This is an optimization exercise on Yosys and OpenROAD, whose aim is small area, not a production implementation. In this exercise RTL edits were held to simulation tests only and were not proved equivalent to the original. No driver is modelled on the clock port, so clocking that relies on it looks cheaper here than on a real chip. No activity file was given, so power comes from the tool's default toggle rates.

==> flow/design.v (excerpt) <==
module axi_trim
#(
	parameter DATA_WIDTH = 8,
	parameter TRIM_LEN = 7
)
(
	input logic         clk,
	input logic         rst_n,
	input logic [DATA_WIDTH*8-1:0] trim_in_tdata,
	input logic [DATA_WIDTH-1:0]   trim_in_tkeep,
	input logic                    trim_in_tlast,
	input logic                    trim_in_tvalid,
	output logic                   trim_in_tready,
	output logic [DATA_WIDTH*8-1:0] trim_out_tdata,
	output logic [DATA_WIDTH-1:0]   trim_out_tkeep,
	output logic                    trim_out_tlast,
	output logic                    trim_out_tvalid,
	input logic                   trim_out_tready,
	input logic [TRIM_LEN-1:0]     trim_len
);
logic [63:0] prev_data_n;  
logic [2:0]  tail_cnt;     
logic        in_pkt;       
logic        flush;        
logic [2:0]  rot;          
logic [7:0]  low;          
logic [63:0] d1, d2, in_rot;
logic [7:0]  k1, k2, keep_rot;
logic        tail;
logic [7:0]  tk;           
logic [7:0]  tail_keep;
always_comb begin
	rot = trim_len[2:0];
	for (int j = 0; j < 8; j++)
		low[j] = (j + trim_len[3:0] < 8);
	d1 = rot[2] ? {trim_in_tdata[31:0], trim_in_tdata[63:32]} : trim_in_tdata;
	d2 = rot[1] ? {d1[15:0], d1[63:16]} : d1;
	in_rot = rot[0] ? {d2[7:0], d2[63:8]} : d2;
	k1 = rot[2] ? {trim_in_tkeep[3:0], trim_in_tkeep[7:4]} : trim_in_tkeep;
	k2 = rot[1] ? {k1[1:0], k1[7:2]} : k1;
	keep_rot = rot[0] ? {k2[0], k2[7:1]} : k2;
	for (int j = 0; j < 8; j++) begin
  ...
Size: ~420 cells after synthesis, roughly 69 flip-flops, about 160 I/O pins, about 0.0041 sq mm of cells after synthesis.
clock: 4.0 ns
lec_check: 0
abc_area: 1
cap_margin: 20
core_margin: 2
core_utilization: 40
slew_margin: 20
standard.sh (not shown) runs the stock make flow with config.mk's settings and CLKGATE_MAP_FILE= SYNTH_SCRIPT=/design/flow/synth_recipe.tcl, a recipe that flattens the netlist after the stock synthesis.
==> flow/flow/run.sh <==
#!/bin/bash
# Standard ORFS layout with these changes: an area-oriented ABC mapping
# (abc_area.script here) that maps 2:1 muxes to inverting o22ai cells (the
# non-inverting mux-like cells are withheld from ABC only), the smallest
# buffer on the ports, and clock tree synthesis with small clock buffers and
# without dummy loads. Each tool's output goes to a log of its own under
# orfs/logs; standard_flow.log has the make output.
set -euo pipefail
here=$(pwd)
rm -rf "$here/scripts"
cp -r "$FLOW_HOME/scripts" "$here/scripts"
cp "$here/flow/abc_area.script" "$here/scripts/abc_area.script"
du=""
for c in o22a_1 o22a_2 o22a_4 a22o_1 a22o_2 a22o_4 mux2_1 mux2_2 mux2_4 mux2_8; do
  du="$du -dont_use sky130_fd_sc_hd__$c"
done
sed -i "s|log_cmd abc {\*}\$abc_args|log_cmd abc {*}\$abc_args$du|" "$here/scripts/synth.tcl"
grep -q "sky130_fd_sc_hd__mux2_8" "$here/scripts/synth.tcl"
export SCRIPTS_DIR="$here/scripts"
export BUFFER_PORTS_ARGS="-buffer_cell sky130_fd_sc_hd__buf_1"
export CTS_ARGS="-sink_clustering_enable -repair_clock_nets -dont_use_dummy_load -buf_list {sky130_fd_sc_hd__clkbuf_8}"
bash standard.sh > "$here/standard_flow.log" 2>&1
==> flow/flow/abc_area.script <==
strash
dch
amap -m -F 4 -A 20
topo
Change:
==> flow/run.sh (new file) <==
#!/bin/bash
# synth_recipe.tcl (not shown) runs the flow's synth.tcl, then flattens the netlist and writes it again
# the make line also repeats each setting of config.mk as NAME=value (left out here)
make -C /OpenROAD-flow-scripts/flow DESIGN_CONFIG=/design/flow/config.mk WORK_HOME=/design/flow/orfs CLKGATE_MAP_FILE= SYNTH_SCRIPT=/design/flow/synth_recipe.tcl finish
Settings changed: CTS_BUF_LIST set to sky130_fd_sc_hd__clkbuf_8.
removed: flow/flow/run.sh
removed: flow/flow/abc_area.script
removed: flow/standard.sh
The new run went through all stages and came out clean.
Final area is higher by 48%.
Die area grows by 40%.
Clock power came out higher by 20%.
Setup slack got worse by 180 ps.
Worst hold slack improved by 260 ps.
Change:
==> flow/flow/run.sh (new file) <==
#!/bin/bash
# Standard ORFS layout with these changes: an area-oriented ABC mapping
# (abc_area.script here) that maps 2:1 muxes to inverting o22ai cells (the
# non-inverting mux-like cells are withheld from ABC only), the smallest
# buffer on the ports, and clock tree synthesis with small clock buffers and
# without dummy loads, then smaller clock buffers where the clock slew allows
# (post_cts.tcl). Each tool's output goes to a log of its own under
# orfs/logs; standard_flow.log has the make output.
set -euo pipefail
here=$(pwd)
rm -rf "$here/scripts"
cp -r "$FLOW_HOME/scripts" "$here/scripts"
cp "$here/flow/abc_area.script" "$here/scripts/abc_area.script"
du=""
for c in o22a_1 o22a_2 o22a_4 a22o_1 a22o_2 a22o_4 mux2_1 mux2_2 mux2_4 mux2_8; do
  du="$du -dont_use sky130_fd_sc_hd__$c"
done
sed -i "s|log_cmd abc {\*}\$abc_args|log_cmd abc {*}\$abc_args$du|" "$here/scripts/synth.tcl"
grep -q "sky130_fd_sc_hd__mux2_8" "$here/scripts/synth.tcl"
export SCRIPTS_DIR="$here/scripts"
export BUFFER_PORTS_ARGS="-buffer_cell sky130_fd_sc_hd__buf_1"
export POST_CTS_TCL="$here/flow/post_cts.tcl"
export CTS_ARGS="-sink_clustering_enable -repair_clock_nets -dont_use_dummy_load -buf_list {sky130_fd_sc_hd__clkbuf_8}"
bash standard.sh > "$here/standard_flow.log" 2>&1
==> flow/flow/abc_area.script (new file) <==
strash
dch
amap
topo
==> flow/flow/post_cts.tcl (new file) <==
# After clock tree synthesis: swap each clock buffer for the smaller
# clkbuf_4 where every flip-flop clock pin keeps a slew of at most 100 ps.
proc worst_clk_slew {} {
  set w 0
  foreach p [get_pins -hier */CLK] {
    set s [get_property $p slew_max]
    if {$s > $w} { set w $s }
  }
  return $w
}
estimate_parasitics -placement
puts "post_cts: worst flip-flop clock slew before [worst_clk_slew]"
foreach inst [get_cells clkbuf_*_clk] {
  set old [get_property $inst ref_name]
  if {$old ne "sky130_fd_sc_hd__clkbuf_8"} { continue }
  replace_cell $inst sky130_fd_sc_hd__clkbuf_4
  estimate_parasitics -placement
  set w [worst_clk_slew]
  if {$w > 0.100} {
    replace_cell $inst $old
    estimate_parasitics -placement
    puts "post_cts: kept [get_full_name $inst] as $old ($w)"
  } else {
    puts "post_cts: [get_full_name $inst] now clkbuf_4 ($w)"
  }
}
puts "post_cts: worst flip-flop clock slew after [worst_clk_slew]"
==> flow/standard.sh (new file) <==
#!/bin/bash
# synth_recipe.tcl (not shown) runs the flow's synth.tcl, then flattens the netlist and writes it again
# the make line also repeats each setting of config.mk as NAME=value (left out here)
make -C /OpenROAD-flow-scripts/flow DESIGN_CONFIG=/design/flow/config.mk WORK_HOME=/design/flow/orfs CLKGATE_MAP_FILE= SYNTH_SCRIPT=/design/flow/synth_recipe.tcl "${@:-finish}"
Settings changed: CTS_BUF_LIST sky130_fd_sc_hd__clkbuf_8 to not set.
removed: flow/run.sh
After rerunning: Die area drops by 29%. Count of clock-buffer cells in the layout is unchanged. Core utilization goes down by 2.4 points. Hold slack loses 340 ps. Sequential share of layout area climbs by 13 points. Cell area drops by about 33%.
Change:
==> flow/flow/abc_area.script (replaced) <==
strash
dch
amap -m -F 4 -A 20
topo
Settings changed: CORE_UTILIZATION 40 to 55.
After rerunning:
- worst setup slack loses 120 ps
- clock power went down by a few percent
- sequential share of layout area rises by 0.19 points
- design area goes down slightly

---

The RTL this note starts from:
==> flow/design.v <==
module axi_trim
#(
	parameter DATA_WIDTH = 8,
	parameter TRIM_LEN = 7
)
(
	input logic         clk,
	input logic         rst_n,
	input logic [DATA_WIDTH*8-1:0] trim_in_tdata,
	input logic [DATA_WIDTH-1:0]   trim_in_tkeep,
	input logic                    trim_in_tlast,
	input logic                    trim_in_tvalid,
	output logic                   trim_in_tready,
	output logic [DATA_WIDTH*8-1:0] trim_out_tdata,
	output logic [DATA_WIDTH-1:0]   trim_out_tkeep,
	output logic                    trim_out_tlast,
	output logic                    trim_out_tvalid,
	input logic                   trim_out_tready,
	input logic [TRIM_LEN-1:0]     trim_len
);
logic [63:0] prev_data;    
logic [7:0]  prev_keep;    
logic [3:0]  t_q;          
logic        in_pkt;       
logic        flush;        
logic [7:0]  sel_prev;     
logic [2:0]  rot;
logic [63:0] merged;
logic [7:0]  merged_keep;
logic [63:0] r1, r2;
logic [7:0]  k1, k2;
logic        tail;
always_comb begin
	rot = t_q[2:0] & {3{~t_q[3]}};
	for (int i = 0; i < 8; i++)
		sel_prev[i] = (i >= t_q);
	for (int i = 0; i < 8; i++) begin
		merged[8*i +: 8] = sel_prev[i] ? prev_data[8*i +: 8] : trim_in_tdata[8*i +: 8];
		merged_keep[i]   = sel_prev[i] ? prev_keep[i] : (trim_in_tkeep[i] & ~flush);
	end
	r1 = rot[2] ? {merged[31:0], merged[63:32]} : merged;
	r2 = rot[1] ? {r1[15:0], r1[63:16]} : r1;
	trim_out_tdata = rot[0] ? {r2[7:0], r2[63:8]} : r2;
	k1 = rot[2] ? {merged_keep[3:0], merged_keep[7:4]} : merged_keep;
	k2 = rot[1] ? {k1[1:0], k1[7:2]} : k1;
	trim_out_tkeep = rot[0] ? {k2[0], k2[7:1]} : k2;
	tail = (trim_len[3] == 1'b0) && trim_in_tkeep[trim_len[2:0]];
end
always_comb trim_out_tvalid = flush | (trim_in_tvalid & in_pkt);
always_comb trim_out_tlast  = flush | (trim_in_tlast & ~tail);
always_comb trim_in_tready  = trim_out_tready;
always_ff @(posedge clk) begin
	if (trim_out_tready) begin
		prev_data <= trim_in_tdata;
		prev_keep <= trim_in_tkeep;
		t_q       <= trim_len[3:0];
	end
end
always_ff @(posedge clk or negedge rst_n) begin
	if (!rst_n) begin
		in_pkt <= 1'b0;
		flush  <= 1'b0;
	end else if (trim_out_tready) begin
		flush <= trim_in_tvalid & trim_in_tlast & tail;
		if (trim_in_tvalid)
			in_pkt <= ~trim_in_tlast;
	end
end
endmodule
export LEC_CHECK = 0
export ABC_AREA = 1
export CAP_MARGIN = 20
export CORE_MARGIN = 2
export CORE_UTILIZATION = 40
export SLEW_MARGIN = 20
create_clock -name core_clock -period 4.0 [get_ports {clk}]
==> flow/flow/run.sh <==
#!/bin/bash
# Standard ORFS layout with three changes: an area-oriented ABC mapping script
# (abc_area.script here), the smallest buffer on the ports, and clock tree
# synthesis without dummy loads. Each tool's output goes to a log of its own.
set -euo pipefail
here=$(pwd)
rm -rf "$here/scripts"
cp -r "$FLOW_HOME/scripts" "$here/scripts"
cp "$here/flow/abc_area.script" "$here/scripts/abc_area.script"
export SCRIPTS_DIR="$here/scripts"
export BUFFER_PORTS_ARGS="-buffer_cell sky130_fd_sc_hd__buf_1"
export CTS_ARGS="-sink_clustering_enable -repair_clock_nets -dont_use_dummy_load"
bash standard.sh > "$here/standard_flow.log" 2>&1
==> flow/flow/abc_area.script <==
strash
dch
amap
topo
Next try:
==> flow/run.sh (new file) <==
#!/bin/bash
# synth_recipe.tcl (not shown) runs the flow's synth.tcl, then flattens the netlist and writes it again
# the make line also repeats each setting of config.mk as NAME=value (left out here)
make -C /OpenROAD-flow-scripts/flow DESIGN_CONFIG=/design/flow/config.mk WORK_HOME=/design/flow/orfs CLKGATE_MAP_FILE= SYNTH_SCRIPT=/design/flow/synth_recipe.tcl finish
ABC_AREA = not set   (was 1)
CORE_UTILIZATION = 70   (was 40)
CTS_BUF_LIST = sky130_fd_sc_hd__clkbuf_2 sky130_fd_sc_hd__clkbuf_4   (was not set)
removed: flow/flow/run.sh
removed: flow/flow/abc_area.script
removed: flow/standard.sh
Effect:
- The changed run died in global routing
- synthesized cell count went up by 49%
- area after synthesis went up by 29%
Next try:
CORE_UTILIZATION = 40   (was 70)
CTS_BUF_LIST = not set   (was sky130_fd_sc_hd__clkbuf_2 sky130_fd_sc_hd__clkbuf_4)
With this change the flow ran to the end with no violations.
Synthesized area does not change.
Synthesized cell count stays the same.

---

## v3
RTL: one of the versions met above, not the one the previous note started from.
Size: roughly 410 cells after synthesis, about 69 flip-flops, about 4100 um^2 of cells after synthesis.
Settings: LEC_CHECK=0, ABC_AREA=1, CAP_MARGIN=20, CORE_MARGIN=2, CORE_UTILIZATION=40, SLEW_MARGIN=20; clock period 4.0 ns.
==> flow/flow/run.sh <==
#!/bin/bash
# Standard ORFS layout with these changes: an area-oriented ABC mapping
# (abc_area.script here) that maps 2:1 muxes to inverting o22ai cells (the
# non-inverting mux-like cells are withheld from ABC only), the smallest
# buffer on the ports, and clock tree synthesis with small clock buffers and
# without dummy loads, then smaller clock buffers where the clock slew allows
# and other buffers smaller where timing and slew allow (post_cts.tcl). Each tool's output goes to a log of its own under
# orfs/logs; standard_flow.log has the make output.
set -euo pipefail
here=$(pwd)
rm -rf "$here/scripts"
cp -r "$FLOW_HOME/scripts" "$here/scripts"
cp "$here/flow/abc_area.script" "$here/scripts/abc_area.script"
du=""
for c in o22a_1 o22a_2 o22a_4 a22o_1 a22o_2 a22o_4 mux2_1 mux2_2 mux2_4 mux2_8; do
  du="$du -dont_use sky130_fd_sc_hd__$c"
done
sed -i "s|log_cmd abc {\*}\$abc_args|log_cmd abc {*}\$abc_args$du|" "$here/scripts/synth.tcl"
grep -q "sky130_fd_sc_hd__mux2_8" "$here/scripts/synth.tcl"
export SCRIPTS_DIR="$here/scripts"
export BUFFER_PORTS_ARGS="-buffer_cell sky130_fd_sc_hd__buf_1"
export POST_CTS_TCL="$here/flow/post_cts.tcl"
export CTS_ARGS="-sink_clustering_enable -repair_clock_nets -dont_use_dummy_load -buf_list {sky130_fd_sc_hd__clkbuf_8}"
bash standard.sh > "$here/standard_flow.log" 2>&1
==> flow/flow/abc_area.script <==
strash
dch
amap
topo
==> flow/flow/post_cts.tcl <==
# After clock tree synthesis: swap each clock buffer for the smaller
# clkbuf_4 where every flip-flop clock pin keeps a slew of at most 100 ps.
proc worst_clk_slew {} {
  set w 0
  foreach p [get_pins -hier */CLK] {
    set s [get_property $p slew_max]
    if {$s > $w} { set w $s }
  }
  return $w
}
estimate_parasitics -placement
puts "post_cts: worst flip-flop clock slew before [worst_clk_slew]"
foreach inst [get_cells clkbuf_*_clk] {
  set old [get_property $inst ref_name]
  if {$old ne "sky130_fd_sc_hd__clkbuf_8"} { continue }
  replace_cell $inst sky130_fd_sc_hd__clkbuf_4
  estimate_parasitics -placement
  set w [worst_clk_slew]
  if {$w > 0.100} {
    replace_cell $inst $old
    estimate_parasitics -placement
    puts "post_cts: kept [get_full_name $inst] as $old ($w)"
  } else {
    puts "post_cts: [get_full_name $inst] now clkbuf_4 ($w)"
  }
}
puts "post_cts: worst flip-flop clock slew after [worst_clk_slew]"

# Then swap each buffer outside the clock tree for the smallest buffer that
# keeps setup slack of at least 150 ps, hold slack of at least 50 ps and no
# slew or capacitance violation.
proc shrink_ok {} {
  estimate_parasitics -placement
  if {[sta::worst_slack_cmd max] < 0.15e-9} { return 0 }
  if {[sta::worst_slack_cmd min] < 0.05e-9} { return 0 }
  if {[sta::max_slew_violation_count] > 0} { return 0 }
  if {[sta::max_capacitance_violation_count] > 0} { return 0 }
  return 1
}
set saved 0
foreach inst [get_cells *] {
  set m [get_property $inst ref_name]
  if {![regexp {^sky130_fd_sc_hd__(buf|clkbuf)_(2|4|6|8|12|16)$} $m]} { continue }
  set n [get_full_name $inst]
  if {[string match clkbuf_*_clk $n]} { continue }
  set a0 [get_property [get_lib_cells */$m] area]
  foreach c {sky130_fd_sc_hd__buf_1 sky130_fd_sc_hd__buf_2 sky130_fd_sc_hd__buf_4} {
    set a1 [get_property [get_lib_cells */$c] area]
    if {$a1 >= $a0} { break }
    replace_cell $inst $c
    if {[shrink_ok]} {
      set saved [expr {$saved + $a0 - $a1}]
      puts "post_cts: $n $m -> $c"
      break
    }
    replace_cell $inst $m
  }
}
estimate_parasitics -placement
puts "post_cts: buffers shrunk by $saved um2, setup slack [sta::worst_slack_cmd max], hold slack [sta::worst_slack_cmd min]"
v3 completed; timing, DRC and antenna clean
Relative to v3, the following input files were edited for v14:
-- flow/flow/run.sh --
<<< v3, line 6
# without dummy loads, then smaller clock buffers where the clock slew allows
# and other buffers smaller where timing and slew allow (post_cts.tcl). Each tool's output goes to a log of its own under
# orfs/logs; standard_flow.log has the make output.
>>> v14, line 6
# without dummy loads, then smaller clock buffers where the clock slew allows
# (post_cts.tcl). Each tool's output goes to a log of its own under
# orfs/logs; standard_flow.log has the make output.
==> flow/flow/abc_area.script <==
strash
dch
amap -m -F 4 -A 20
topo
==> flow/flow/post_cts.tcl <==
# After clock tree synthesis: swap each clock buffer for the smaller
# clkbuf_4 where every flip-flop clock pin keeps a slew of at most 100 ps.
proc worst_clk_slew {} {
  set w 0
  foreach p [get_pins -hier */CLK] {
    set s [get_property $p slew_max]
    if {$s > $w} { set w $s }
  }
  return $w
}
estimate_parasitics -placement
puts "post_cts: worst flip-flop clock slew before [worst_clk_slew]"
foreach inst [get_cells clkbuf_*_clk] {
  set old [get_property $inst ref_name]
  if {$old ne "sky130_fd_sc_hd__clkbuf_8"} { continue }
  replace_cell $inst sky130_fd_sc_hd__clkbuf_4
  estimate_parasitics -placement
  set w [worst_clk_slew]
  if {$w > 0.100} {
    replace_cell $inst $old
    estimate_parasitics -placement
    puts "post_cts: kept [get_full_name $inst] as $old ($w)"
  } else {
    puts "post_cts: [get_full_name $inst] now clkbuf_4 ($w)"
  }
}
puts "post_cts: worst flip-flop clock slew after [worst_clk_slew]"
### Flow results
- Compared to v3, v14 has multi-input logic cell count 3 higher.
- Going from v3 to v14, clock distribution area overhead in the final layout comparable, height of the die comparable, power now smaller, complex-gate fraction of the synthesized area now smaller.
- Cmp v14 and v3 / buffer count excluding the clock tree in the final layout / lower: v3
- v14 ended with more combinational power than v3.
- v14 vs v3 — synthesized instance count climbed slightly
- A critical path capture point of trim_out_tkeep[7] is what v14 shows, while trim_out_tdata[27] belongs to v3.
- Taking v3 as the reference point, the synthesized netlist net count of v14 rises by 4.
- v3 → v14: hold slack down 13 ps; count of placed standard cells in the final layout, fillers left out up 0.82%.
The following lists how v23 was set up differently from v14:
-- flow/flow/run.sh --
<<< v14, line 6
# without dummy loads, then smaller clock buffers where the clock slew allows
# (post_cts.tcl). Each tool's output goes to a log of its own under
# orfs/logs; standard_flow.log has the make output.
>>> v23, line 6
# without dummy loads, then smaller clock buffers where the clock slew allows
# and other gates smaller where timing and slew allow (post_cts.tcl). Each tool's output goes to a log of its own under
# orfs/logs; standard_flow.log has the make output.
==> flow/flow/abc_area.script <==
strash
dch
amap
topo
-- flow/flow/post_cts.tcl --
<<< v14, line 15
  if {$old ne "sky130_fd_sc_hd__clkbuf_8"} { continue }
  replace_cell $inst sky130_fd_sc_hd__clkbuf_4
  estimate_parasitics -placement
  set w [worst_clk_slew]
  if {$w > 0.100} {
    replace_cell $inst $old
    estimate_parasitics -placement
    puts "post_cts: kept [get_full_name $inst] as $old ($w)"
  } else {
    puts "post_cts: [get_full_name $inst] now clkbuf_4 ($w)"
  }
}
puts "post_cts: worst flip-flop clock slew after [worst_clk_slew]"
>>> v23, line 15
  if {$old ne "sky130_fd_sc_hd__clkbuf_8"} { continue }
  foreach c {sky130_fd_sc_hd__clkbuf_4} {
    replace_cell $inst $c
    estimate_parasitics -placement
    set w [worst_clk_slew]
    if {$w <= 0.100} { break }
    replace_cell $inst $old
    set c $old
  }
  estimate_parasitics -placement
  puts "post_cts: [get_full_name $inst] is $c ([worst_clk_slew])"
}
puts "post_cts: worst flip-flop clock slew after [worst_clk_slew]"

# Then swap each other gate for the smallest drive of the same function that
# keeps setup slack of at least 150 ps, hold slack of at least 50 ps and no
# slew or capacitance violation.
proc shrink_ok {} {
  estimate_parasitics -placement
  if {[sta::worst_slack_cmd max] < 0.15e-9} { return 0 }
  if {[sta::worst_slack_cmd min] < 0.05e-9} { return 0 }
  if {[sta::max_slew_violation_count] > 0} { return 0 }
  if {[sta::max_capacitance_violation_count] > 0} { return 0 }
  return 1
}
set saved 0
foreach inst [get_cells *] {
  set m [get_property $inst ref_name]
  if {![regexp {^(sky130_fd_sc_hd__[a-z0-9]+)_([0-9]+)$} $m -> base drive]} { continue }
  if {$drive <= 1 || [string match "*df*" $base] || [string match "*dl*" $base]} { continue }
  set n [get_full_name $inst]
  if {[string match clkbuf_*_clk $n]} { continue }
  set cands {}
  if {$base eq "sky130_fd_sc_hd__buf" || $base eq "sky130_fd_sc_hd__clkbuf"} {
    set cands {sky130_fd_sc_hd__buf_1 sky130_fd_sc_hd__buf_2 sky130_fd_sc_hd__buf_4}
  } else {
    foreach d {0 1 2 4} {
      if {$d < $drive && [llength [get_lib_cells -quiet */${base}_$d]]} { lappend cands ${base}_$d }
    }
  }
  set a0 [get_property [get_lib_cells */$m] area]
  foreach c $cands {
    set a1 [get_property [get_lib_cells */$c] area]
    if {$a1 >= $a0} { continue }
    replace_cell $inst $c
    if {[shrink_ok]} {
      set saved [expr {$saved + $a0 - $a1}]
      puts "post_cts: $n $m -> $c"
      break
    }
    replace_cell $inst $m
  }
}
estimate_parasitics -placement
puts "post_cts: gates shrunk by $saved um2, setup slack [sta::worst_slack_cmd max], hold slack [sta::worst_slack_cmd min]"
[summary]
v23 -> v14: count of clock-buffer cells in the layout delta 0, exact match. Changes observed in v23 relative to v14: routing usage on met1 decreased 3.2 points, power increased 0.55%, global-route met3 utilization increased 1.6 points, cell count after synthesis decreased 0.96%. Cmp v23 vs v14: area of the core lower in v23.

-- re-timing with driven ports --
No port has a modelled driver above. Below, the same layouts with a new extraction and two added sets of constraints. Step 1 assumes that a clkbuf_16 drives the clock port and a buf_2 every other input. Step 2, shift: input delay + t, output delay - t, t = (earliest + latest rising clock arrival at the registers) / 2. This alone moves slack from input paths to output paths. Three values: no drivers, after step 1, after step 2; two values: the first two.
run	shift t [ns]	setup slack, ns	hold slack, ns	worst setup path after step 2	latest minus earliest clock arrival (ns)
the first run of note 1	0.373	0.414 / 0.385 / 0.385	0.237 / 0.223 / 0.510	input to output	0.038 / 0.039
the second run of note 1	0.402	0.235 / 0.212 / 0.212	0.497 / 0.497 / 0.497	input to output	0.013 / 0.014
the third run of note 1	0.452	0.421 / 0.389 / 0.416	0.156 / 0.156 / 0.494	input to output	0.025 / 0.025
the fourth run of note 1	0.416	0.300 / 0.277 / 0.277	0.172 / 0.165 / 0.515	input to output	0.028 / 0.028
the first run of note 2	0.364	0.173 / 0.133 / 0.498	0.240 / 0.225 / 0.494	register to output	0.018 / 0.017
the third run of note 2	0.391	0.182 / 0.138 / 0.185	0.491 / 0.491 / 0.491	input to output	0.012 / 0.012
v3	0.450	0.298 / 0.276 / 0.276	0.160 / 0.159 / 0.493	input to output	0.027 / 0.027
v14	0.432	0.409 / 0.380 / 0.380	0.148 / 0.136 / 0.517	input to output	0.032 / 0.031
v23	0.453	0.273 / 0.248 / 0.248	0.153 / 0.152 / 0.493	input to output	0.026 / 0.026
After both steps every run listed still meets setup and hold.
